This is an optimization exercise on Yosys and OpenROAD, whose aim is small area, not a production implementation.
Only the layout flow was run in this run; the RTL was not checked for function there.
Power and IR drop assume default switching activity.

--- design.v ---
module counter #(
    parameter int MAX_COUNT = 255   
)(
    input  logic clk,
    input  logic rst_n,               
    input  logic en,                
    output logic [$clog2(MAX_COUNT+1)-1:0] count
);
always_ff @(posedge clk or negedge rst_n) begin
    if (!rst_n)
        count <= '0;
    else if (en) begin
        if (count == MAX_COUNT)
            count <= '0;
        else
            count <= count + 1;
    end
end
endmodule
module shift_register #(
    parameter int DEPTH = 6   
)(
    input  logic clk,
    input  logic rst_n,
    input  logic enable,        
    input  logic din,
    output logic [DEPTH-1:0] dout
);
    logic [DEPTH-1:0] shift_reg;
    always_ff @(posedge clk or negedge rst_n) begin
        if (!rst_n) begin
            shift_reg <= '0;
        end else if (enable) begin
            shift_reg <= {shift_reg[DEPTH-2:0], din};
        end
    end
    assign dout = shift_reg;
endmodule
module FIFO #(parameter FIFO_WIDTH = 32,
  parameter FIFO_DEPTH = 8
  )(
  input clk,
  input rst_n,
  input wr_en,
  input rd_en,
  input [FIFO_WIDTH-1:0] data_in,
  output reg [FIFO_WIDTH-1:0] data_out,
  output full,
  output  empty, 
  output reg wr_ack,
  output reg rd_ack,
  output reg [$clog2(FIFO_DEPTH):0] count
  );
  reg [FIFO_WIDTH-1:0] mem [FIFO_DEPTH-1:0];
  reg [$clog2(FIFO_DEPTH)-1:0] wr_ptr, rd_ptr;
  always_ff @(posedge clk, negedge rst_n) begin
    if (!rst_n) begin
      wr_ptr <= 0;
      wr_ack <= 0;
      count  <= 0;
      rd_ptr <= 0;
      rd_ack <= 0;
    end else if(wr_en  && (rd_en && count != 0))begin
      mem[wr_ptr] <= data_in;
      data_out    <= mem[rd_ptr];
      wr_ack      <= 1;
      rd_ack      <= 1;
      wr_ptr      <= (wr_ptr + 1) % FIFO_DEPTH;
      rd_ptr      <= (rd_ptr + 1) % FIFO_DEPTH;
    end
    else if (wr_en && (count < FIFO_DEPTH)) begin
      mem[wr_ptr] <= data_in;
      wr_ack <= 1;
      rd_ack<=0;
      wr_ptr <=(wr_ptr + 1) % FIFO_DEPTH;
      count <= count + 1;
    end else if(rd_en && count != 0) begin 
      data_out <= mem[rd_ptr];
      rd_ack<=1;
      wr_ack<=0;
      rd_ptr <= (rd_ptr + 1) % FIFO_DEPTH;
      count <= count - 1;
    end else begin
      wr_ack <= 0;
      rd_ack<=0;
    end
  end
  assign full = (count == FIFO_DEPTH) ? 1 : 0;
  assign empty = (count == 0) ? 1 : 0;
endmodule
module shift_reg_3x3 #(
    parameter PIXEL_SIZE = 8
)(
    input  logic                     clk,
    input  logic                     rst_n,
    input  logic                     pixel_valid,   
    input  logic [PIXEL_SIZE-1:0]     fifo0_in,     
    input  logic [PIXEL_SIZE-1:0]     fifo1_in,     
    input  logic [PIXEL_SIZE-1:0]     fifo2_in,     
    output logic [0:2][0:2][PIXEL_SIZE-1:0] window   
);
    always_ff @(posedge clk or negedge rst_n) begin
        if (!rst_n) begin
            window[0][0] <= 0;
            window[0][1] <= 0; 
            window[0][2] <= 0;
            window[1][0] <= 0; 
            window[1][1] <= 0; 
            window[1][2] <= 0;
            window[2][0] <= 0; 
            window[2][1] <= 0; 
            window[2][2] <= 0;
        end else if (pixel_valid) begin
            window[0][0] <= window[0][1]; 
            window[0][1] <= window[0][2];
            window[1][0] <= window[1][1]; 
            window[1][1] <= window[1][2];
            window[2][0] <= window[2][1]; 
            window[2][1] <= window[2][2];
            window[0][2] <= fifo0_in;
            window[1][2] <= fifo1_in;
            window[2][2] <= fifo2_in;
        end
    end
endmodule
module imgcrop #(parameter FRAME_HEIGHT = 416 ,parameter FRAME_START = 0, parameter AXI_IMG_HIGHT = 416) (clk, rst_n, s_axi_video_tvalid, s_axi_video_tlast, s_axi_video_ready, valid_cnvrtr);
    localparam  FRAME_END = FRAME_START + FRAME_HEIGHT; 
    input clk, rst_n, s_axi_video_tlast, s_axi_video_tvalid, s_axi_video_ready;
    output reg valid_cnvrtr;
    reg [$clog2(AXI_IMG_HIGHT):0] row_counter;
    always @(posedge clk or negedge rst_n) begin
        if(!rst_n) begin
            row_counter<=0;
        end
        else begin
            if(s_axi_video_tvalid&&s_axi_video_tlast&&s_axi_video_ready) begin
                row_counter<=(row_counter==AXI_IMG_HIGHT-1) ? 0 : row_counter+1;
            end
        end
    end
    always @(*) begin
        if(s_axi_video_tvalid&&(row_counter>=FRAME_START&&row_counter<FRAME_END)) begin
            valid_cnvrtr = s_axi_video_tvalid;
        end
        else begin
            valid_cnvrtr = 0;
        end
    end
endmodule
module rgb_converter_axi #(
    parameter  IMG_WIDTH  =416,
    parameter  AXI_WIDTH  = 24,
    parameter  RGB_WIDTH  = 24,
    parameter  GRAY_WIDTH = 8
)(
    input wire clk,                 
    input wire rst_n,               
    input  wire  [AXI_WIDTH-1:0] s_axi_video_tdata,
    input  wire  s_axi_video_tvalid,
    output reg  s_axi_video_ready,
    output wire                           cnv_avr_fifo_wr_en  ,    
    output reg [GRAY_WIDTH-1:0]           cnv_avr_fifo_wr_data,    
    input  wire                           cnv_avr_fifo_full    ,    
    input  wire                           cnv_avr_fifo_empty   ,    
    input  wire                           cnv_avr_wr_ack        ,    
    input  wire                           cnv_avr_rd_ack         ,    
    input  wire [$clog2(IMG_WIDTH):0]     cnv_avr_fifo_data_count      
);
    localparam RED_VALUE = 8'b000_01011;
    localparam GREEN_VALUE = 8'b00_100101;
    localparam BLUE_VALUE = 8'b0_0001111;
    reg [AXI_WIDTH-1:0] rgb_buffer;
    reg buffer_has_data,read_ready;
    wire ready;
    assign ready = (cnv_avr_fifo_data_count <= IMG_WIDTH- 2) ? 1 : 0;
    assign cnv_avr_fifo_wr_en = ((ready)&&(buffer_has_data||(s_axi_video_tvalid&&read_ready))) ? 1 : 0;
    always @(posedge clk or negedge rst_n) begin
        if(!rst_n) begin
            s_axi_video_ready<=0;
            read_ready<=0;
        end
        else begin
           s_axi_video_ready<=ready;
           read_ready<=ready;
        end
    end
    always @(posedge clk or negedge rst_n) begin
        if(!rst_n) begin
            rgb_buffer<=0;
            buffer_has_data<=0;
            cnv_avr_fifo_wr_data<=0;
        end
        else begin
            if((s_axi_video_tvalid&&read_ready)) begin
                rgb_buffer<=s_axi_video_tdata;
                if(ready) begin
                    if(buffer_has_data) begin
                        cnv_avr_fifo_wr_data<=graycnvrtr(rgb_buffer[RGB_WIDTH-1:0]);
                        buffer_has_data<=0;
                    end
                    else begin
                        cnv_avr_fifo_wr_data<=graycnvrtr(s_axi_video_tdata[RGB_WIDTH-1:0]);
                        buffer_has_data<=0;                        
                    end
                end
                else begin
                   buffer_has_data<=1; 
                end
            end
        end
    end
function [7:0] div_3;
    input reg [7:0] a;
    input reg [7:0] b;
    reg[15:0] ab;
    begin
        ab = a*b;
        div_3= ab[12:5]; 
    end
endfunction
function [7:0] div_58;
    input reg [7:0] a;
    input reg [7:0] b;
    reg[15:0] ab;
    begin
        ab = a*b;
        div_58= ab[13:6]; 
    end
endfunction
function [7:0] div_11;
    input reg [7:0] a;
    input reg [7:0] b;
    reg[15:0] ab;
    begin
        ab = a*b;
        div_11= ab[14:7]; 
    end
endfunction
function [7:0] graycnvrtr;
    input [23:0] rgb;
    reg [8:0] tmp;
    begin 
    tmp = div_3(rgb[7:0],RED_VALUE) + div_58(rgb[15:8],GREEN_VALUE) + div_11(rgb[23:16],BLUE_VALUE);
    if(tmp[8]==1)begin
        graycnvrtr = 255;
    end 
    else begin
        graycnvrtr = tmp;
    end
    end
endfunction
endmodule
module edge_detection #(
    parameter THRESHOLD1      = 9500,
    parameter THRESHOLD2      = 55000
) (
    input  logic               clk,
    input  logic               rst_n,
    input  logic signed [11:0] Gx,
    input  logic signed [11:0] Gy,
    output logic               result1,
    output logic               result2
);
    logic signed [23:0] Gx_sq, Gy_sq;
    always_ff @(posedge clk or negedge rst_n) begin
        if (!rst_n) begin
            Gx_sq <= 0;
            Gy_sq <= 0;
        end else begin
            Gx_sq <= Gx * Gx;
            Gy_sq <= Gy * Gy;
        end
    end
    logic [24:0] magnitude_squared;
    always_comb begin
        magnitude_squared = Gx_sq + Gy_sq;
        result1 = (magnitude_squared > THRESHOLD1);
        result2 = (magnitude_squared > THRESHOLD2);
    end
endmodule
module remove_close_duplicates #(
    parameter int IMG_WIDTH = 416,
    parameter int MAX_POINTS = 5,
    parameter int DIST_THRESHOLD = 50
)(
    input  logic                             clk,
    input  logic                             rst_n,
    input  logic                             start,
    input  logic [0:MAX_POINTS-1][$clog2(IMG_WIDTH):0] in_array,
    input  logic [0:MAX_POINTS-1][$clog2(IMG_WIDTH):0] importance,
    output logic [0:MAX_POINTS-1][$clog2(IMG_WIDTH):0] out_array
);
    logic valid_mask [MAX_POINTS];
    logic [$clog2(IMG_WIDTH):0] abs_diff;
    logic [$clog2(IMG_WIDTH):0]       in_array_reg     [MAX_POINTS];
    logic [$clog2(IMG_WIDTH):0]       importance_reg   [MAX_POINTS];
    logic [$clog2(MAX_POINTS)-1:0]       first_index_counter,second_index_counter,stage_counter;
    logic inputs_sampled,first_index_counter_en,second_index_counter_en,stage_counter_en;
    typedef enum logic [1:0] {
        IDLE,
        SAMPLE,
        PROCESS,
        WRITE
    } state_t;
    state_t cs, ns;
    assign inputs_sampled = (cs == PROCESS);
    assign second_index_counter_en = inputs_sampled;
    assign first_index_counter_en = (inputs_sampled && second_index_counter >= MAX_POINTS - 1) ? 1 : 0;
    assign stage_counter_en = (cs == SAMPLE || cs == WRITE);
    counter #(
        .MAX_COUNT(MAX_POINTS-1)
    ) f_counter (
        .clk    (clk),
        .rst_n  (rst_n),
        .en     (first_index_counter_en),
        .count  (first_index_counter)
    );
    counter #(
        .MAX_COUNT(MAX_POINTS-1)
    ) s_counter (
        .clk    (clk),
        .rst_n  (rst_n),
        .en     (second_index_counter_en),
        .count  (second_index_counter)
    );
    counter #(
        .MAX_COUNT(MAX_POINTS-1)
    ) st_counter (
        .clk    (clk),
        .rst_n  (rst_n),
        .en     (stage_counter_en),
        .count  (stage_counter)
    );
    always_ff @(posedge clk or negedge rst_n) begin
        if (!rst_n)begin
            cs <= IDLE;
        end else begin
            cs <= ns;
        end
    end
    always_comb begin
        case (cs)
            IDLE:begin
                if (start)begin
                    ns = SAMPLE;
                end else begin
                    ns = IDLE;
                end
            end
            SAMPLE: begin
                if (stage_counter == MAX_POINTS - 1) begin
                    ns = PROCESS;
                end else begin
                    ns = SAMPLE;
                end
            end
            PROCESS:begin
                if (first_index_counter == MAX_POINTS - 1 && second_index_counter == MAX_POINTS - 1)begin
                    ns = WRITE;
                end else begin
                    ns = PROCESS;
                end
            end
            WRITE:begin
                  if (stage_counter == MAX_POINTS - 1)begin
                    ns = IDLE;
                  end else begin
                    ns = WRITE;
                  end
            end
            default:begin
                ns = IDLE;
            end 
        endcase
    end
    always_ff @(posedge clk or negedge rst_n) begin
        if (!rst_n) begin
            for (int k = 0; k < MAX_POINTS; k++) begin
                in_array_reg   [k] <= 0;
                importance_reg [k] <= 0;
                valid_mask     [k] <= 1'b1;
                out_array      [k] <= 0;
            end
        end else if (cs == SAMPLE) begin
            in_array_reg[stage_counter]   <= in_array[stage_counter];
            importance_reg[stage_counter] <= importance[stage_counter];
            valid_mask[stage_counter]     <= 1'b1;
        end else if (cs == PROCESS)begin
                if (valid_mask[first_index_counter] && valid_mask[second_index_counter] && first_index_counter != second_index_counter) begin
                    if (abs_diff <= DIST_THRESHOLD) begin
                        if (importance_reg[first_index_counter] >= importance_reg[second_index_counter]) begin
                            valid_mask[second_index_counter] <= 1'b0;
                        end else begin
                            valid_mask[first_index_counter] <= 1'b0;
                        end
                    end
                end
        end else if (cs == WRITE) begin
             out_array[stage_counter] <= (valid_mask[stage_counter]) ? in_array_reg[stage_counter] : 0;
        end
    end
    assign  abs_diff = (in_array_reg[first_index_counter] > in_array_reg[second_index_counter]) ? 
                       (in_array_reg[first_index_counter] - in_array_reg[second_index_counter]) : 
                       (in_array_reg[second_index_counter] - in_array_reg[first_index_counter]);
endmodule
module Avg_filter #(
    parameter IMG_WIDTH =640,
    parameter IMG_LENGTH =640,
    parameter PIXEL_SIZE=8
) 
(
    input clk,                                         
    input rst_n,                                       
    output logic                           cnv_avr_fifo_rd_en  ,    
    input  logic [PIXEL_SIZE-1:0]          cnv_avr_fifo_rd_data,    
    input  logic                           cnv_avr_fifo_full    ,    
    input  logic                           cnv_avr_fifo_empty   ,    
    input  logic                           cnv_avr_wr_ack        ,    
    input  logic                           cnv_avr_rd_ack         ,    
    input  logic [$clog2(IMG_WIDTH):0]     cnv_avr_fifo_data_count ,
    output logic                           avr_data_valid  ,    
    output logic [PIXEL_SIZE-1:0]          avr_data_out    
);
    logic                           local_fifo_wr_en_prv   ;    
    logic [PIXEL_SIZE-1:0]          local_fifo_wr_data_prv ;    
    logic                           local_fifo_full_prv    ;    
    logic                           local_fifo_empty_prv   ;    
    logic                           local_fifo_rd_en_prv   ;    
    logic [PIXEL_SIZE-1:0]          local_fifo_rd_data_prv ;   
    logic                           local_wr_ack_prv       ;    
    logic                           local_rd_ack_prv       ;    
    logic [$clog2(IMG_WIDTH):0]   local_fifo_data_count_prv;
    logic                           local_fifo_wr_en_nxt   ;    
    logic [PIXEL_SIZE-1:0]          local_fifo_wr_data_nxt ;    
    logic                           local_fifo_full_nxt    ;    
    logic                           local_fifo_empty_nxt   ;    
    logic                           local_fifo_rd_en_nxt   ;    
    logic [PIXEL_SIZE-1:0]          local_fifo_rd_data_nxt ;   
    logic                           local_wr_ack_nxt       ;    
    logic                           local_rd_ack_nxt       ;    
    logic [$clog2(IMG_WIDTH):0]   local_fifo_data_count_nxt;
    logic                           local_fifo_wr_en_crnt   ;    
    logic [PIXEL_SIZE-1:0]          local_fifo_wr_data_crnt ;    
    logic                           local_fifo_full_crnt    ;    
    logic                           local_fifo_empty_crnt   ;    
    logic                           local_fifo_rd_en_crnt   ;    
    logic [PIXEL_SIZE-1:0]          local_fifo_rd_data_crnt ;   
    logic                           local_wr_ack_crnt       ;    
    logic                           local_rd_ack_crnt       ;    
    logic [$clog2(IMG_WIDTH):0]   local_fifo_data_count_crnt;    
    logic [2:0] Buffer_index;
    logic start_flag;
    logic [PIXEL_SIZE+8:0] global_fifo_r;
    logic [0:2][0:2][PIXEL_SIZE-1:0] avr_window_out;  
    logic                 pixel_valid;   
    logic [$clog2(IMG_WIDTH):0] shift_count;
    logic [$clog2(IMG_LENGTH):0] row;
    logic last_column,before_last_column;  
    logic [PIXEL_SIZE-1:0] prv_fifo_r,crnt_fifo_r,nxt_fifo_r;
assign local_fifo_wr_data_prv = local_fifo_rd_data_crnt;
assign local_fifo_wr_data_crnt=(Buffer_index == 1) ? cnv_avr_fifo_rd_data :local_fifo_rd_data_nxt;
assign local_fifo_wr_data_nxt=cnv_avr_fifo_rd_data;
assign avr_data_out = ((global_fifo_r >> 4) + (global_fifo_r >> 5)  + (global_fifo_r >> 6) + (global_fifo_r >> 10));
assign avr_data_valid = (pixel_valid && shift_count > 3);
assign last_column = (shift_count >= IMG_WIDTH+2) ? 1 : 0;  
assign before_last_column = (shift_count >= IMG_WIDTH) ? 1 : 0;  
assign Buffer_index = (start_flag == 0 && !local_fifo_full_crnt) ? 1 : 
                (!local_fifo_full_nxt ? 2 : 0);
always_comb begin : demux_the_wr_en
    local_fifo_wr_en_crnt=(Buffer_index == 1) ? cnv_avr_rd_ack : local_rd_ack_nxt;
    local_fifo_wr_en_prv=(row == IMG_LENGTH - 1 ) ? 0 : local_rd_ack_crnt;
    local_fifo_wr_en_nxt = (Buffer_index == 2) ? cnv_avr_rd_ack: 0;
end
assign prv_fifo_r = (shift_count >= IMG_WIDTH+1) ? 0 : local_fifo_rd_data_prv;
assign crnt_fifo_r =(shift_count >= IMG_WIDTH+1) ? 0 : local_fifo_rd_data_crnt;
assign nxt_fifo_r = (shift_count >= IMG_WIDTH+1) ? 0 : local_fifo_rd_data_nxt;
assign pixel_valid = (local_rd_ack_crnt) || before_last_column;
   shift_reg_3x3 #(
    .PIXEL_SIZE(PIXEL_SIZE)
) shift_register_inst (
    .clk(clk),
    .rst_n(rst_n),
    .pixel_valid(pixel_valid),
    .fifo0_in(prv_fifo_r),
    .fifo1_in(crnt_fifo_r),
    .fifo2_in(nxt_fifo_r),
    .window(avr_window_out)
);
    FIFO #(
    .FIFO_WIDTH(PIXEL_SIZE),  
    .FIFO_DEPTH(IMG_WIDTH)   
 ) prev_data_buffer_inst (
    .clk(clk),                
    .rst_n(rst_n),            
    .wr_en(local_fifo_wr_en_prv),    
    .rd_en(local_fifo_rd_en_prv),    
    .data_in(local_fifo_wr_data_prv),  
    .data_out(local_fifo_rd_data_prv),
    .full(local_fifo_full_prv),      
    .empty(local_fifo_empty_prv),    
    .wr_ack(local_wr_ack_prv),       
    .rd_ack(local_rd_ack_prv),
    .count(local_fifo_data_count_prv)        
);
    FIFO #(
    .FIFO_WIDTH(PIXEL_SIZE),  
    .FIFO_DEPTH(IMG_WIDTH)   
 ) nxt_data_buffer_inst (
    .clk(clk),                
    .rst_n(rst_n),            
    .wr_en(local_fifo_wr_en_nxt),    
    .rd_en(local_fifo_rd_en_nxt),    
    .data_in(local_fifo_wr_data_nxt),  
    .data_out(local_fifo_rd_data_nxt),
    .full(local_fifo_full_nxt),      
    .empty(local_fifo_empty_nxt),    
    .wr_ack(local_wr_ack_nxt),       
    .rd_ack(local_rd_ack_nxt),
    .count(local_fifo_data_count_nxt)        
);
    FIFO #(
    .FIFO_WIDTH(PIXEL_SIZE),  
    .FIFO_DEPTH(IMG_WIDTH)   
    ) crnt_data_buffer_inst (
    .clk(clk),                
    .rst_n(rst_n),            
    .wr_en(local_fifo_wr_en_crnt),    
    .rd_en(local_fifo_rd_en_crnt),    
    .data_in(local_fifo_wr_data_crnt),  
    .data_out(local_fifo_rd_data_crnt),
    .full(local_fifo_full_crnt),      
    .empty(local_fifo_empty_crnt),    
    .wr_ack(local_wr_ack_crnt),       
    .rd_ack(local_rd_ack_crnt),
    .count(local_fifo_data_count_crnt)        
);
always_comb begin : demux_the_rd_en
    cnv_avr_fifo_rd_en    = (local_fifo_data_count_nxt <= IMG_WIDTH-2)? 1 : 0;
    local_fifo_rd_en_prv  = 0;
    local_fifo_rd_en_crnt = 0;
    local_fifo_rd_en_nxt  = 0;
    if(start_flag && !before_last_column)begin
        local_fifo_rd_en_crnt = 1;
        local_fifo_rd_en_nxt  = 1;
        local_fifo_rd_en_prv =  (row == 0 ) ? 0 : 1 ;
    end
end
always_ff @(posedge clk or negedge rst_n) begin : calc
if(!rst_n)begin
    row <= 1'b0 ;
    global_fifo_r<=0;
    shift_count <= 0;
    start_flag <= 0;
end
else if(start_flag)begin
    if(shift_count>2)begin
        if(row == 0)begin
        global_fifo_r <=   avr_window_out[1][0] + avr_window_out[1][1] + avr_window_out[1][2] +
                           avr_window_out[2][0] + avr_window_out[2][1] + avr_window_out[2][2];                           
        end else if(row == IMG_LENGTH-1) begin
        global_fifo_r <=   avr_window_out[0][0] + avr_window_out[0][1] + avr_window_out[0][2] +
                           avr_window_out[1][0] + avr_window_out[1][1] + avr_window_out[1][2];             
        end else begin
        global_fifo_r <=    avr_window_out[0][0] + avr_window_out[0][1] + avr_window_out[0][2]  +
                            avr_window_out[1][0] + avr_window_out[1][1] + avr_window_out[1][2]  +
                            avr_window_out[2][0] + avr_window_out[2][1] + avr_window_out[2][2];                
        end     
    end
    shift_count<=shift_count+1;
    if(shift_count==IMG_WIDTH+3)begin
        row<=row+1;
        shift_count<=0;
    end
    if((local_fifo_empty_nxt && local_fifo_empty_crnt && shift_count==IMG_WIDTH+3))begin
        start_flag <= 0;
        if(local_fifo_empty_nxt && local_fifo_empty_crnt && shift_count==IMG_WIDTH+3)begin
            row <= 0 ;
        end
    end
end else begin
    if(local_fifo_data_count_nxt > 3)begin
        start_flag <= 1;
    end
end
end
endmodule
module sobel_filter #(
    parameter THRESHOLD1 = 9500,
    parameter THRESHOLD2 = 55000,
    parameter IMG_WIDTH =640,
    parameter IMG_LENGTH =640,
    parameter PIXEL_SIZE=8
) 
(
    input clk,                                         
    input rst_n,                                       
    input  logic                           avr_data_valid    ,    
    input  logic       [PIXEL_SIZE-1:0]    avr_data_out   ,  
    output sobel_out_valid,
    output first_threshold_sobel_result,
    output second_threshold_sobel_result 
);
    logic                           local_fifo_wr_en_prv   ;    
    logic [PIXEL_SIZE-1:0]          local_fifo_wr_data_prv ;    
    logic                           local_fifo_full_prv    ;    
    logic                           local_fifo_empty_prv   ;    
    logic                           local_fifo_rd_en_prv   ;    
    logic [PIXEL_SIZE-1:0]          local_fifo_rd_data_prv ;   
    logic                           local_wr_ack_prv       ;    
    logic                           local_rd_ack_prv       ;    
    logic [$clog2(IMG_WIDTH):0]   local_fifo_data_count_prv;
    logic                           local_fifo_wr_en_nxt   ;    
    logic [PIXEL_SIZE-1:0]          local_fifo_wr_data_nxt ;    
    logic                           local_fifo_full_nxt    ;    
    logic                           local_fifo_empty_nxt   ;    
    logic                           local_fifo_rd_en_nxt   ;    
    logic [PIXEL_SIZE-1:0]          local_fifo_rd_data_nxt ;   
    logic                           local_wr_ack_nxt       ;    
    logic                           local_rd_ack_nxt       ;    
    logic [$clog2(IMG_WIDTH):0]     local_fifo_data_count_nxt;
    logic                           local_fifo_wr_en_crnt   ;    
    logic [PIXEL_SIZE-1:0]          local_fifo_wr_data_crnt ;    
    logic                           local_fifo_full_crnt    ;    
    logic                           local_fifo_empty_crnt   ;    
    logic                           local_fifo_rd_en_crnt   ;    
    logic [PIXEL_SIZE-1:0]          local_fifo_rd_data_crnt ;   
    logic                           local_wr_ack_crnt       ;    
    logic                           local_rd_ack_crnt       ;    
    logic [$clog2(IMG_WIDTH):0]   local_fifo_data_count_crnt;    
    logic [2:0] Buffer_index;
    logic start_flag;
    logic [0:2][0:2][PIXEL_SIZE-1:0] sobel_window_out;  
    logic                 pixel_valid;   
    logic [$clog2(IMG_WIDTH):0] shift_count;
    logic [$clog2(IMG_LENGTH)-1:0] row;
    logic last_column,before_last_column;  
    logic [PIXEL_SIZE-1:0] prv_fifo_r,crnt_fifo_r,nxt_fifo_r;
    logic signed [11:0] global_fifo_Gx_r,global_fifo_Gy_r;
    logic first_threshold_sobel_result_r,second_threshold_sobel_result_r;
    logic                           avr_data_valid_r    ;    
    logic       [PIXEL_SIZE-1:0]    avr_data_out_r   ;    
always_ff @(posedge clk or negedge rst_n) begin : samble_avr_results
    if(!rst_n)begin
        avr_data_valid_r <= 1'b0;
        avr_data_out_r <= 0;
    end else if(avr_data_valid)begin
        avr_data_valid_r <= 1'b1;
        avr_data_out_r <= avr_data_out;
    end else begin
        avr_data_valid_r <= 1'b0;
        avr_data_out_r <= 1'b0;
    end
end
assign local_fifo_wr_data_prv = local_fifo_rd_data_crnt;
assign local_fifo_wr_data_crnt = (Buffer_index == 1) ? avr_data_out_r :local_fifo_rd_data_nxt;
assign local_fifo_wr_data_nxt = avr_data_out_r;
assign first_threshold_sobel_result  = first_threshold_sobel_result_r;
assign second_threshold_sobel_result = second_threshold_sobel_result_r;
assign last_column = (shift_count >= IMG_WIDTH+2) ? 1 : 0;  
assign before_last_column = (shift_count >= IMG_WIDTH) ? 1 : 0;  
assign sobel_out_valid = (pixel_valid && shift_count > 3);
always_comb begin : demux_the_wr_en
    local_fifo_wr_en_crnt=( Buffer_index == 1) ? avr_data_valid_r : local_rd_ack_nxt;
    local_fifo_wr_en_prv=(row == IMG_LENGTH - 1) ? 0 : local_rd_ack_crnt;
    local_fifo_wr_en_nxt = (Buffer_index == 2) ? avr_data_valid_r : 0;
end
assign Buffer_index = (start_flag == 0 && !local_fifo_full_crnt) ? 1 : 
                (!local_fifo_full_nxt ? 2 : 0);
assign prv_fifo_r = (shift_count >= IMG_WIDTH+1) ? 0 : local_fifo_rd_data_prv;
assign crnt_fifo_r =(shift_count >= IMG_WIDTH+1) ? 0 : local_fifo_rd_data_crnt;
assign nxt_fifo_r = (shift_count >= IMG_WIDTH+1) ? 0 : local_fifo_rd_data_nxt;
assign pixel_valid = (local_rd_ack_crnt) || before_last_column;
   shift_reg_3x3 #(
    .PIXEL_SIZE(PIXEL_SIZE)
) shift_register_inst (
    .clk(clk),
    .rst_n(rst_n),
    .pixel_valid(pixel_valid),
    .fifo0_in(prv_fifo_r),
    .fifo1_in(crnt_fifo_r),
    .fifo2_in(nxt_fifo_r),
    .window(sobel_window_out)
);
    FIFO #(
    .FIFO_WIDTH(PIXEL_SIZE),  
    .FIFO_DEPTH(IMG_WIDTH)   
 ) prev_data_buffer_inst (
    .clk(clk),                
    .rst_n(rst_n),            
    .wr_en(local_fifo_wr_en_prv),    
    .rd_en(local_fifo_rd_en_prv),    
    .data_in(local_fifo_wr_data_prv),  
    .data_out(local_fifo_rd_data_prv),
    .full(local_fifo_full_prv),      
    .empty(local_fifo_empty_prv),    
    .wr_ack(local_wr_ack_prv),       
    .rd_ack(local_rd_ack_prv),
    .count(local_fifo_data_count_prv)        
);
    FIFO #(
    .FIFO_WIDTH(PIXEL_SIZE),  
    .FIFO_DEPTH(IMG_WIDTH)   
 ) nxt_data_buffer_inst (
    .clk(clk),                
    .rst_n(rst_n),            
    .wr_en(local_fifo_wr_en_nxt),    
    .rd_en(local_fifo_rd_en_nxt),    
    .data_in(local_fifo_wr_data_nxt),  
    .data_out(local_fifo_rd_data_nxt),
    .full(local_fifo_full_nxt),      
    .empty(local_fifo_empty_nxt),    
    .wr_ack(local_wr_ack_nxt),       
    .rd_ack(local_rd_ack_nxt),
    .count(local_fifo_data_count_nxt)        
);
    FIFO #(
    .FIFO_WIDTH(PIXEL_SIZE),  
    .FIFO_DEPTH(IMG_WIDTH)   
    ) crnt_data_buffer_inst (
    .clk(clk),                
    .rst_n(rst_n),            
    .wr_en(local_fifo_wr_en_crnt),    
    .rd_en(local_fifo_rd_en_crnt),    
    .data_in(local_fifo_wr_data_crnt),  
    .data_out(local_fifo_rd_data_crnt),
    .full(local_fifo_full_crnt),      
    .empty(local_fifo_empty_crnt),    
    .wr_ack(local_wr_ack_crnt),       
    .rd_ack(local_rd_ack_crnt),
    .count(local_fifo_data_count_crnt)        
);
    edge_detection #(
        .THRESHOLD1(THRESHOLD1),
        .THRESHOLD2(THRESHOLD2)
    ) ed1_inst (
        .clk(clk),
        .rst_n(rst_n),
        .Gx(global_fifo_Gx_r),
        .Gy(global_fifo_Gy_r),
        .result1(first_threshold_sobel_result_r),
        .result2(second_threshold_sobel_result_r)
    );
always_comb begin : demux_the_rd_en
    local_fifo_rd_en_prv  = 0;
    local_fifo_rd_en_crnt = 0;
    local_fifo_rd_en_nxt  = 0;
    if(start_flag && !before_last_column)begin
        local_fifo_rd_en_crnt = 1;
        local_fifo_rd_en_nxt  = 1;
        local_fifo_rd_en_prv =  (row == 0) ? 0 : 1 ;
    end
end
always_ff @(posedge clk or negedge rst_n) begin : calc
if(!rst_n)begin
    row <= 1'b0 ;
    shift_count <= 0;
    start_flag <= 0;
    global_fifo_Gx_r <=0;
    global_fifo_Gy_r <=0;
end
else if(start_flag)begin
    if (shift_count > 2) begin
    if (row == 0) begin
        global_fifo_Gx_r <=  -(sobel_window_out[1][0] << 1) + (sobel_window_out[1][2] << 1) +
                             -sobel_window_out[2][0] + sobel_window_out[2][2];
        global_fifo_Gy_r <=  sobel_window_out[2][0] + (sobel_window_out[2][1] << 1) + sobel_window_out[2][2];
    end else if (row == IMG_LENGTH - 1) begin
        global_fifo_Gx_r <=  -sobel_window_out[0][0] + sobel_window_out[0][2] +
                             -(sobel_window_out[1][0] << 1) + (sobel_window_out[1][2] << 1);
        global_fifo_Gy_r <=  -sobel_window_out[0][0] - (sobel_window_out[0][1] << 1) - sobel_window_out[0][2];
    end else begin
        global_fifo_Gx_r <=  -sobel_window_out[0][0] + sobel_window_out[0][2] +
                             -(sobel_window_out[1][0] << 1) + (sobel_window_out[1][2] << 1) +
                             -sobel_window_out[2][0] + sobel_window_out[2][2];
        global_fifo_Gy_r <=  -sobel_window_out[0][0] - (sobel_window_out[0][1] << 1) - sobel_window_out[0][2] +
                              sobel_window_out[2][0] + (sobel_window_out[2][1] << 1) + sobel_window_out[2][2];
    end
end
    shift_count<=shift_count+1;
    if(shift_count==IMG_WIDTH+3)begin
        row<=row+1;
        shift_count<=0;
    end
    if((local_fifo_empty_nxt && local_fifo_empty_crnt && shift_count==IMG_WIDTH+3))begin
        start_flag <= 0;
        if(local_fifo_empty_nxt && local_fifo_empty_crnt && shift_count==IMG_WIDTH+3)begin
            row <= 0 ;
        end
    end
end else begin
    if(local_fifo_data_count_nxt > 3)begin
        start_flag <= 1;
    end
end
end
endmodule
module decision #(
    parameter PIXEL_GAP_THRESHOLD =5,
    parameter DIST_THRESHOLD = 50,
    parameter IMG_WIDTH =640,
    parameter IMG_LENGTH =640
) 
(
    input clk,                                         
    input rst_n,                                       
    input sobel_out_valid,
    input first_threshold_sobel_result,
    input second_threshold_sobel_result,
    output logic [4-1:0]                   number_of_lanes,  
    output logic [4-1:0]                   current_lane,  
    output logic                           decision_out_valid,  
    output logic [$clog2(IMG_WIDTH):0]     current_lane_left_boundry,  
    output logic [$clog2(IMG_WIDTH):0]     current_lane_right_boundry  
);
localparam IMAGE_CENTER = (IMG_WIDTH >> 1);
localparam LANE_SPACING = PIXEL_GAP_THRESHOLD;
localparam [3-1:0] LINE_WIDTH = 3'b111;
localparam int ACC_MAX = (1000 < (1 << ($clog2(IMG_WIDTH)+1)) - 2) ? 1000 : (1 << ($clog2(IMG_WIDTH)+1)) - 3;
logic start_flag,start_filtering;
logic first_threshold_sobel_result_r,second_threshold_sobel_result_r;
logic [$clog2(IMG_WIDTH):0] last_cluster_detected;  
logic [$clog2(IMG_WIDTH + 1)-1:0] column_counter;  
logic [$clog2(IMG_LENGTH + 1)-1:0] row_counter;    
logic [5-1:0][$clog2(IMG_WIDTH):0] lane_boundaries;
logic [5-1:0][$clog2(IMG_WIDTH):0] lane_boundaries_filtered;
logic [5-1:0][$clog2(IMG_WIDTH):0] lane_boundarie_accurence;
logic row_counter_en;
logic [$clog2(LINE_WIDTH)-1:0] consecutive_ones;
logic cluster_detected;
logic [5-1:0] lines_number;
logic [5-1:0] right_lines_number;
logic [11:0] lane_boundaries_filtered_r[4:0];
logic [2:0] out_stage_counter;
assign row_counter_en = (column_counter == IMG_WIDTH-1) ? 1 : 0;
    counter #(
        .MAX_COUNT(IMG_WIDTH-1)
    ) col_counter (
        .clk    (clk),
        .rst_n  (rst_n),
        .en     (start_flag),
        .count  (column_counter)
    );
    counter #(
        .MAX_COUNT(IMG_LENGTH-1)
    ) r_counter (
        .clk    (clk),
        .rst_n  (rst_n),
        .en     (row_counter_en),
        .count  (row_counter)
    );
    shift_register #(
        .DEPTH($clog2(LINE_WIDTH))
    ) shift_inst (
        .clk(clk),
        .rst_n(rst_n),
        .enable(start_flag),
        .din(first_threshold_sobel_result_r),
        .dout(consecutive_ones)
    );
    remove_close_duplicates #(
        .IMG_WIDTH(IMG_WIDTH),
        .DIST_THRESHOLD(DIST_THRESHOLD)
    ) u_remove_close_duplicates (
        .clk(clk),
        .rst_n(rst_n),
        .start(start_filtering),
        .in_array(lane_boundaries),
        .importance(lane_boundarie_accurence),
        .out_array(lane_boundaries_filtered)
    );
always_ff @(posedge clk or negedge rst_n) begin : samble_sobel_results
    if(!rst_n)begin
        start_flag <= 1'b0;
        first_threshold_sobel_result_r <= 1'b0;
        second_threshold_sobel_result_r <= 1'b0;
    end else if(sobel_out_valid)begin
        start_flag <= 1'b1;
        first_threshold_sobel_result_r <= first_threshold_sobel_result;
        second_threshold_sobel_result_r <= second_threshold_sobel_result;
    end else begin
        start_flag <= 1'b0;
        first_threshold_sobel_result_r <= 1'b0;
        second_threshold_sobel_result_r <= 1'b0;
    end
end
always_ff @(posedge clk or negedge rst_n) begin : calc_number_of_lanes
if(!rst_n)begin
        for (int i = 0; i < 5; i = i + 1) begin
            lane_boundarie_accurence[i] <= 0;
            lane_boundaries[i] <= 0;
        end
    end else if(start_flag)begin
        if (cluster_detected) begin
            if (((lane_boundarie_accurence[0] > 0) &&
            (column_counter + LANE_SPACING >= lane_boundaries[0]) &&
            (column_counter <= lane_boundaries[0] + LANE_SPACING)) || lane_boundarie_accurence[0] == 0) begin
                lane_boundaries[0] <= column_counter;
                lane_boundarie_accurence[0] <= (lane_boundarie_accurence[0] < ACC_MAX) ? lane_boundarie_accurence[0] + 2 : lane_boundarie_accurence[0] ;
        end else if (((lane_boundarie_accurence[1] > 0) &&
            (column_counter + LANE_SPACING >= lane_boundaries[1]) &&
            (column_counter <= lane_boundaries[1] + LANE_SPACING)) || lane_boundarie_accurence[1] == 0) begin
                lane_boundaries[1] <= column_counter;
                lane_boundarie_accurence[1] <= (lane_boundarie_accurence[1] < ACC_MAX) ? lane_boundarie_accurence[1] + 2 : lane_boundarie_accurence[1] ;
        end else if (((lane_boundarie_accurence[2] > 0) &&
            (column_counter + LANE_SPACING >= lane_boundaries[2]) &&
            (column_counter <= lane_boundaries[2] + LANE_SPACING)) || lane_boundarie_accurence[2] == 0) begin
                lane_boundaries[2] <= column_counter;
                lane_boundarie_accurence[2] <= (lane_boundarie_accurence[2] < ACC_MAX) ? lane_boundarie_accurence[2] + 2 : lane_boundarie_accurence[2] ;
        end else if (((lane_boundarie_accurence[3] > 0) &&
            (column_counter + LANE_SPACING >= lane_boundaries[3]) &&
            (column_counter <= lane_boundaries[3] + LANE_SPACING)) || lane_boundarie_accurence[3] == 0) begin
                lane_boundaries[3] <= column_counter;
                lane_boundarie_accurence[3] <= (lane_boundarie_accurence[3] < ACC_MAX) ? lane_boundarie_accurence[3] + 2 : lane_boundarie_accurence[3] ;
        end else if (((lane_boundarie_accurence[4] > 0) &&
            (column_counter + LANE_SPACING >= lane_boundaries[4]) &&
            (column_counter <= lane_boundaries[4] + LANE_SPACING)) || lane_boundarie_accurence[4] == 0) begin
                lane_boundaries[4] <= column_counter;
                lane_boundarie_accurence[4] <= (lane_boundarie_accurence[4] < ACC_MAX) ? lane_boundarie_accurence[4] + 2 : lane_boundarie_accurence[4] ;
        end 
    end else begin
           if ((lane_boundaries[0] == column_counter) && (lane_boundarie_accurence[0] > 0) ) begin
                lane_boundarie_accurence[0] <= lane_boundarie_accurence[0] - 1;
            end else if ((lane_boundaries[1] == column_counter) && (lane_boundarie_accurence[1] > 0)) begin
                lane_boundarie_accurence[1] <= lane_boundarie_accurence[1] - 1;
            end else if ((lane_boundaries[2] == column_counter) && (lane_boundarie_accurence[2] > 0)) begin
                lane_boundarie_accurence[2] <= lane_boundarie_accurence[2] - 1;
            end else if ((lane_boundaries[3] == column_counter) && (lane_boundarie_accurence[3] > 0)) begin
                lane_boundarie_accurence[3] <= lane_boundarie_accurence[3] - 1;
            end else if ((lane_boundaries[4] == column_counter) && (lane_boundarie_accurence[4] > 0)) begin
                lane_boundarie_accurence[4] <= lane_boundarie_accurence[4] - 1;
            end 
        end
    end 
end
always_ff @(posedge clk or negedge rst_n) begin : the_cluster_estimation
    if (!rst_n) begin
        cluster_detected <= 1'b0;
        last_cluster_detected <= 1'b0;
    end else begin
        if ((consecutive_ones == LINE_WIDTH) && ((row_counter >= 3) && (row_counter <= IMG_LENGTH - 3)) && (column_counter-last_cluster_detected >= 5)) begin
            cluster_detected <= 1'b1;
            last_cluster_detected <= column_counter;
        end else begin
            cluster_detected <= 1'b0;
        end
        if(column_counter >= IMG_WIDTH - 1)begin
            last_cluster_detected <= 1'b0;
        end
    end
end
always_ff @(posedge clk or negedge rst_n) begin
    if (!rst_n) begin
        for (int i = 0; i < 5; i++) lane_boundaries_filtered_r[i] <= 0;
        start_filtering <= 0;
    end else if(column_counter == 0 && row_counter == IMG_LENGTH-3)begin
        start_filtering <= 1;
    end else if (column_counter == IMG_WIDTH-1 && row_counter == IMG_LENGTH-2) begin
        for (int i = 0; i < 5; i++) begin
            lane_boundaries_filtered_r[i] <= lane_boundaries_filtered[i];
        end
    end else begin
        start_filtering <= 0;
    end
end
always_ff @(posedge clk or negedge rst_n) begin
    if (!rst_n) begin
        lines_number        <= 0;
        right_lines_number  <= 0;
        out_stage_counter   <= 0;
    end else if (column_counter >= IMG_WIDTH-5 && row_counter == IMG_LENGTH-1) begin
        if (lane_boundaries_filtered_r[out_stage_counter] > 0)begin
            lines_number <= lines_number + 1;
        end
        if (lane_boundaries_filtered_r[out_stage_counter] > IMAGE_CENTER)begin
            right_lines_number <= right_lines_number + 1;
        end
        out_stage_counter <= out_stage_counter + 1;
    end else if(row_counter == 1) begin
        lines_number        <= 0;
        right_lines_number  <= 0;
        out_stage_counter   <= 0;
    end
end
always_ff @(posedge clk or negedge rst_n) begin
    if (!rst_n) begin
        current_lane_left_boundry  <= 0;
        current_lane_right_boundry <= IMG_WIDTH;
    end else if (column_counter >= IMG_WIDTH-5 && row_counter == IMG_LENGTH-1) begin
        if ((lane_boundaries_filtered_r[out_stage_counter] < IMAGE_CENTER) && (current_lane_left_boundry < lane_boundaries_filtered_r[out_stage_counter]))begin
            current_lane_left_boundry = lane_boundaries_filtered_r[out_stage_counter];
        end
        if ((lane_boundaries_filtered_r[out_stage_counter] > IMAGE_CENTER) && (current_lane_right_boundry > lane_boundaries_filtered_r[out_stage_counter]))begin
            current_lane_right_boundry = lane_boundaries_filtered_r[out_stage_counter];
        end
    end else if(row_counter == 1) begin
        current_lane_left_boundry  <= 0;
        current_lane_right_boundry <= IMG_WIDTH;
    end
end
always_ff @(posedge clk or negedge rst_n) begin : drive_the_valid_signal
if(!rst_n)begin
    decision_out_valid <= 1'b0;
end else if(column_counter == IMG_WIDTH-1 && row_counter == IMG_LENGTH-1)begin
    decision_out_valid <= 1'b1;
end else begin
    decision_out_valid <= 1'b0;
end
end
assign    number_of_lanes = (lines_number > 1) ? (lines_number - 1) : 1;
assign    current_lane = (lines_number > right_lines_number) ? (lines_number - right_lines_number) : 1;
endmodule
module LD_Wrapper # (
    parameter THRESHOLD1      = 10000,
    parameter THRESHOLD2      = 50000,
    parameter IMG_LENGTH     = 32   ,
    parameter IMG_WIDTH      = 64   , 
    parameter PIXEL_SIZE     = 8   ,
    parameter AXI_WIDTH      = 24  ,    
    parameter RGB_WIDTH      =24   ,
    parameter PIXEL_GAP_THRESHOLD = 2,
    parameter FRAME_START = 16,
    parameter FRAME_TOTAL = 48,
    parameter DIST_THRESHOLD = 8
) (
    input clk,                                         
    input rst_n,                                       
    output logic [4-1:0] number_of_lanes,  
    output logic [4-1:0] current_lane,  
    output logic         decision_out_valid,  
    output logic [$clog2(IMG_WIDTH):0]     current_lane_left_boundry,  
    output logic [$clog2(IMG_WIDTH):0]     current_lane_right_boundry,  
    input  logic  [AXI_WIDTH-1:0] s_axi_video_tdata,
    input  logic  s_axi_video_tvalid,
    output logic  s_axi_video_ready,
    input  logic  s_axi_video_tlast
);
    logic                           cnv_avr_fifo_wr_en   ;    
    logic  [PIXEL_SIZE-1:0]         cnv_avr_fifo_wr_data ;    
    logic                           cnv_avr_fifo_full    ;    
    logic                           cnv_avr_fifo_empty   ;    
    logic                           cnv_avr_fifo_rd_en  ;    
    logic [PIXEL_SIZE-1:0]          cnv_avr_fifo_rd_data ;   
    logic                           cnv_avr_wr_ack      ;    
    logic                           cnv_avr_rd_ack       ;    
    logic [$clog2(IMG_WIDTH):0]     cnv_avr_fifo_data_count ;
    logic                           avr_data_valid   ;    
    logic  [PIXEL_SIZE-1:0]         avr_data_out ;    
    logic sobel_out_valid;
    logic first_threshold_sobel_result;
    logic second_threshold_sobel_result;
    logic valid_cnvrtr;
imgcrop #(
    .FRAME_HEIGHT(IMG_LENGTH),
    .FRAME_START(FRAME_START),
    .AXI_IMG_HIGHT(FRAME_TOTAL)   
) u_imgcrop (
    .clk                (clk),                   
    .rst_n              (rst_n),                 
    .s_axi_video_tvalid(s_axi_video_tvalid),    
    .s_axi_video_tlast (s_axi_video_tlast),     
    .s_axi_video_ready (s_axi_video_ready),     
    .valid_cnvrtr      (valid_cnvrtr)           
);
rgb_converter_axi #(
    .IMG_WIDTH(IMG_WIDTH),
    .AXI_WIDTH(AXI_WIDTH),       
    .RGB_WIDTH(RGB_WIDTH),       
    .GRAY_WIDTH(PIXEL_SIZE)        
) rgb_converter_inst (
    .clk(clk),                        
    .rst_n(rst_n),                    
    .s_axi_video_tdata(s_axi_video_tdata),   
    .s_axi_video_tvalid(valid_cnvrtr),  
    .s_axi_video_ready(s_axi_video_ready),    
    .cnv_avr_fifo_wr_en(cnv_avr_fifo_wr_en)  ,    
    .cnv_avr_fifo_wr_data(cnv_avr_fifo_wr_data),    
    .cnv_avr_fifo_full(cnv_avr_fifo_full)    ,    
    .cnv_avr_fifo_empty(cnv_avr_fifo_empty)   ,    
    .cnv_avr_wr_ack     (cnv_avr_wr_ack)   ,    
    .cnv_avr_rd_ack      (cnv_avr_rd_ack)   ,    
    .cnv_avr_fifo_data_count(cnv_avr_fifo_data_count)      
);
Avg_filter #(
    .IMG_LENGTH(IMG_LENGTH), 
    .IMG_WIDTH(IMG_WIDTH), 
    .PIXEL_SIZE(PIXEL_SIZE)
) avg_filter_inst (
    .clk(clk),
    .rst_n(rst_n),
    .cnv_avr_fifo_rd_en(cnv_avr_fifo_rd_en),    
    .cnv_avr_fifo_rd_data(cnv_avr_fifo_rd_data),    
    .cnv_avr_fifo_full(cnv_avr_fifo_full),    
    .cnv_avr_fifo_empty(cnv_avr_fifo_empty),    
    .cnv_avr_wr_ack(cnv_avr_wr_ack),    
    .cnv_avr_rd_ack (cnv_avr_rd_ack),    
    .cnv_avr_fifo_data_count(cnv_avr_fifo_data_count),
    .avr_data_valid(avr_data_valid),
    .avr_data_out(avr_data_out)
);
sobel_filter #(
    .THRESHOLD1(THRESHOLD1),
    .THRESHOLD2(THRESHOLD2),
    .IMG_LENGTH(IMG_LENGTH), 
    .IMG_WIDTH(IMG_WIDTH), 
    .PIXEL_SIZE(PIXEL_SIZE)
) sobel_filter_inst (
    .clk(clk),
    .rst_n(rst_n),
    .avr_data_valid(avr_data_valid),
    .avr_data_out(avr_data_out),
    .sobel_out_valid(sobel_out_valid),
    .first_threshold_sobel_result(first_threshold_sobel_result),
    .second_threshold_sobel_result(second_threshold_sobel_result)
);
    decision #(
        .PIXEL_GAP_THRESHOLD(PIXEL_GAP_THRESHOLD),
        .DIST_THRESHOLD(DIST_THRESHOLD),
        .IMG_WIDTH(IMG_WIDTH),
        .IMG_LENGTH(IMG_LENGTH)
    ) decision_inst (
        .clk(clk),
        .rst_n(rst_n),
        .sobel_out_valid(sobel_out_valid),
        .first_threshold_sobel_result(first_threshold_sobel_result),
        .second_threshold_sobel_result(second_threshold_sobel_result),
        .number_of_lanes(number_of_lanes),
        .decision_out_valid(decision_out_valid),
        .current_lane(current_lane),
        .current_lane_left_boundry(current_lane_left_boundry),
        .current_lane_right_boundry(current_lane_right_boundry)
    );
        FIFO #(
            .FIFO_WIDTH(PIXEL_SIZE),  
            .FIFO_DEPTH(IMG_WIDTH)   
        ) cnv_avr_fifo_inst (
            .clk(clk),                
            .rst_n(rst_n),            
            .wr_en(cnv_avr_fifo_wr_en),    
            .rd_en(cnv_avr_fifo_rd_en),    
            .data_in(cnv_avr_fifo_wr_data),  
            .data_out(cnv_avr_fifo_rd_data),
            .full(cnv_avr_fifo_full),      
            .empty(cnv_avr_fifo_empty),    
            .wr_ack(cnv_avr_wr_ack),       
            .rd_ack(cnv_avr_rd_ack),
            .count(cnv_avr_fifo_data_count)        
        );
endmodule
--- run.sh ---
#!/bin/bash
# synth_recipe.tcl (not shown) runs the flow's synth.tcl, then flattens the netlist and writes it again
# the make line also repeats each setting of config.mk as NAME=value (left out here)
make -C /OpenROAD-flow-scripts/flow DESIGN_CONFIG=/design/flow/config.mk WORK_HOME=/design/flow/orfs CLKGATE_MAP_FILE= SYNTH_SCRIPT=/design/flow/synth_recipe.tcl finish
--- config.mk ---
export PLATFORM = sky130hd
export DESIGN_NAME = LD_Wrapper
export DESIGN_NICKNAME = LD_Wrapper
export VERILOG_FILES = /design/flow/design.v
export SDC_FILE = /design/flow/constraint.sdc
export NUM_CORES = 4
export LEC_CHECK = 0
export CAP_MARGIN = 20
export CORE_MARGIN = 2
export CORE_UTILIZATION = 40
export SLEW_MARGIN = 20
--- constraint.sdc ---
create_clock -name core_clock -period 10.0 [get_ports {clk}]
set_input_delay 2.0000 -clock core_clock [delete_from_list [all_inputs] [get_ports {clk}]]
set_output_delay 2.0000 -clock core_clock [all_outputs]
set_load 0.01 [all_outputs]
==> out/metrics.cfg <==
[clock_tree]
cts_resized = 0
cts_root_buf = clkbuf_16
cts_made_buffers = 449
cts.sinks = 4348
clock_path_buffers = 4
cts_tree = done
clk_pin_slew_worst_paths_ns = 0.06
h-tree-depth = 5
clkLatencyLatePin_ns = 1.05
cts_hold_buf = 0
post_cts_buffers = 0

[place]
finalWeightedCongestion = 0.9936
pre_cts_ws_ns = 1.515
placedCellCount = 21160
port_buffers = 51
hpwl_mm = 444.2

[timing]
period_share = 0.8097
timing.final.ws_setup_ns = 1.903
hold_viol = 0
min_period_ns = 8.097
fmax_mhz = 123.5
rsz0062_at_grt = false
worst_pin_slew_ns = 1.290
fin_skew_ns = 0.07876
drv_slew = 0
slew_headroom = 0.1368
setup_tns_ns = 0
setup-violations-final = 0

[logic_synthesis]
synth_edf_count = 3640
synth_top_area_share = 0.5523
synth_top_area_cell = edfxtp_1
ys.flop_type = edfxtp_1
synthCells = 14390
ys_async_sr_fraction = 0.1628
yosysWarnings = 20
synth_cell_type_count = 95
synth.yosys.seq_area_share = 0.6418
avgSynthCellArea_um2 = 13.75
ys_top_cells_by_count = edfxtp_1, nor2_1, nand2_1
synth.most_common_cell = edfxtp_1
syn_nets = 15560
synth_area_leaders = edfxtp_1, dfrtp_1, fa_1
ys_ff_latch = 4348
syn_area_um2 = 197900

[floorplan]
die_y_um = 707.4
core_um2 = 493300
dieWidth_um = 707.4
start_util = 0.4013
io_pins = 52
rows = 258
die-area_um2 = 500500

[final_layout]
drive_gt1_frac = 0.1156
fin_cells = 22010
synthToLayoutAreaGrowth_pct = 14.06
nets = 16300

[route]
drtPass1Iterations = 8
ant_nets = 0
drc = 0
drt_iter0_markers = 19540
avgViaCountPerCell = 6.069
post_drt_wl_per_cell_um = 29.91
drt_wl_total_mm = 658.2
num_vias = 133600

[grt]
grt_antenna_before_repair = 18
grt_start_max_net_pins = 145
grt_pass1_vias = 127000
grt-ovfl-total = 0
grt_pass1_wl_mm = 935.9
grt_util_all_layers = 0.2562

[hold_path]
min_path_cells = 2
hp-start = avg_filter_inst.shift_register_inst.window[69]
hold_end = avg_filter_inst.shift_register_inst.window[69]
hold_class = reg2reg

[outcome]
status = no timing/DRC/antenna violations

[setup_path]
r2r_slack_ns = 1.90
worst_path_largest_cell_delay_ns = 0.78
worstSetupEndpointType = flop
cp.arrival_ns = 9.01
cp_slowest_cell = dfrtp_4
worst-path-buf-inv = 2
crit_family = simple AND/OR/NAND/NOR gates
worstPathCellList = clkinv_1 -> ha_4 -> xor2_1 -> ha_1 -> ha_1 -> a21o_1 -> a21oi_1 -> nor2_1 -> o211a_1 -> nor2_4 -> inv_2 -> ha_1 -> or4_1 -> a21oi_1 -> o221ai_1 -> nand2b_1 -> a2111o_1 -> or2_1 -> or3_1 -> nor2_1 -> a21oi_1 -> o221ai_1
ff2ff_path_depth = 22
path_class = reg2reg
startpoint_type = flop
cp_data_required_time_ns = 10.92
critPathMaxFanout = 45

[power_and_ir_drop]
peakVddDrop_uv = 678.3
p_leak_nw = 82.47
power_density_nw_per_um2 = 328.4

[job]
cap_violations = 0

==> kinds of logic after synthesis <==
logic type | count (synthesis) | share of synthesized area
AOI/OAI and AO/OA | 3278 | 0.1217
muxes | 317 | 0.02076
DFF | 4348 | 0.6418
buffers and inverters | 1358 | 0.02587
xor gates and xnor gates | 404 | 0.01802
adders and majority gates | 1146 | 0.08936
and+or+nand+nor | 3539 | 0.08250
==> layout by cell type, fill, tap and decap left out, types with 87 or more instances in the layout <==
master	instances
xor2_1	90
inv_1	899
dfrtp_1	684
nand2b_1	99
o21ai_0	326
a22o_1	504
and2_1	111
a221oi_1	477
edfxtp_1	3640
clkinv_1	87
nand3_1	280
xnor2_1	310
ha_1	699
a22oi_1	820
a21oi_1	396
nand2_1	913
buf_4	661
mux2_2	168
nor3_1	149
nor2_1	1146
a21o_1	92
fa_1	446
nor2_2	120
clkbuf_16	453
o21ai_1	114
nand4_1	300
nor4_1	95
==> metrics by stage <==
stage / hold slack [ns] / total power [mW] / instance area [um2] / utilization
after global routing: 0.4960 / 79.33 / 225700 / 0.4577
after floorplan: 0.4428 / 47.52 / 197900 / -
final: 0.4717 / 74.14 / 225800 / 0.4577
after global placement: 0.4532 / 56.28 / 210100 / 0.4260
after CTS: 0.4737 / 74.37 / 225600 / 0.4573
after detailed placement: 0.4585 / 56.85 / 210300 / 0.4264
==> final cells by class <==
type | count | area (um2)
diodes | 6 | 15.01
clock buffers | 550 | 11860
clock inverters | 282 | 3395
fillers | 43620 | 267500
inverters | 916 | 3438
multi-input cells | 8684 | 66230
flip-flops and latches | 4348 | 127100
well taps | 6500 | 8133
repair buffers | 723 | 5628
==> routing by layer <==
layer / track usage / vias to the layer above / part of all wire / wire (um)
li1: - / 56580 / - / -
met1: 0.3565 / 67580 / 0.40 / 260300
met2: 0.3893 / 7847 / 0.44 / 291000
met3: 0.05724 / 1553 / 0.11 / 74430
met4: 0.1044 / 16 / 0.049 / 32280
met5: 0.001442 / - / 0.00029 / 188
==> worst register-to-register path: stages, from the launching register on <==
cell	delay (ns)
dfrtp_4	0.78
clkinv_1	0.26
ha_4	0.73
xor2_1	0.43
ha_1	0.33
ha_1	0.20
a21o_1	0.22
a21oi_1	0.40
nor2_1	0.10
o211a_1	0.29
nor2_4	0.51
inv_2	0.40
ha_1	0.54
or4_1	0.58
a21oi_1	0.18
o221ai_1	0.17
nand2b_1	0.20
a2111o_1	0.48
or2_1	0.41
or3_1	0.41
nor2_1	0.12
a21oi_1	0.06
o221ai_1	0.16
==> power breakdown <==
part | leakage [nW] | total (mW) | internal, mW | switching (mW)
combinational | 32.2 | 32.5 | 12.8 | 19.7
clock | 7.39 | 17.5 | 9.96 | 7.50
sequential | 42.9 | 24.2 | 23.0 | 1.18
==> how the worst max path moves through the flow <==
stage	from	to	slack (ns)	cells past startpoint
2_1_floorplan	flop	flop	2.14	28
3_3_place_gp	s_axi_video_tdata[18]	rgb_converter_inst.cnv_avr_fifo_wr_data[6]	1.47	26
3_5_place_dp	flop	flop	1.52	19
4_1_cts	flop	flop	1.51	19
5_1_grt	flop	flop	1.22	21
6_report	flop	flop	1.90	22

[re-timing with driven ports]
How much do the figures lean on ideal ports? The routed layout below was timed once more, with nothing changed but the port constraints. Step 1 assumes that a clkbuf_16 drives the clock port and a buf_2 every other input. Step 2, shift: input delay + t, output delay - t, t = (earliest + latest rising clock arrival at the registers) / 2. This alone moves slack from input paths to output paths. Slacks: ideal ports / drivers / drivers and shift; pairs: ideal ports / drivers.
t, ns: 1.137
setup WS [ns]: 1.903 / 1.903 / 1.556
worst register clock-pin slew, ns: 0.07 / 0.07
After both steps setup and hold are still met in this run. For this run, drivers alone change the setup slack by 0.000 ns; drivers and shift together by -0.347 ns.
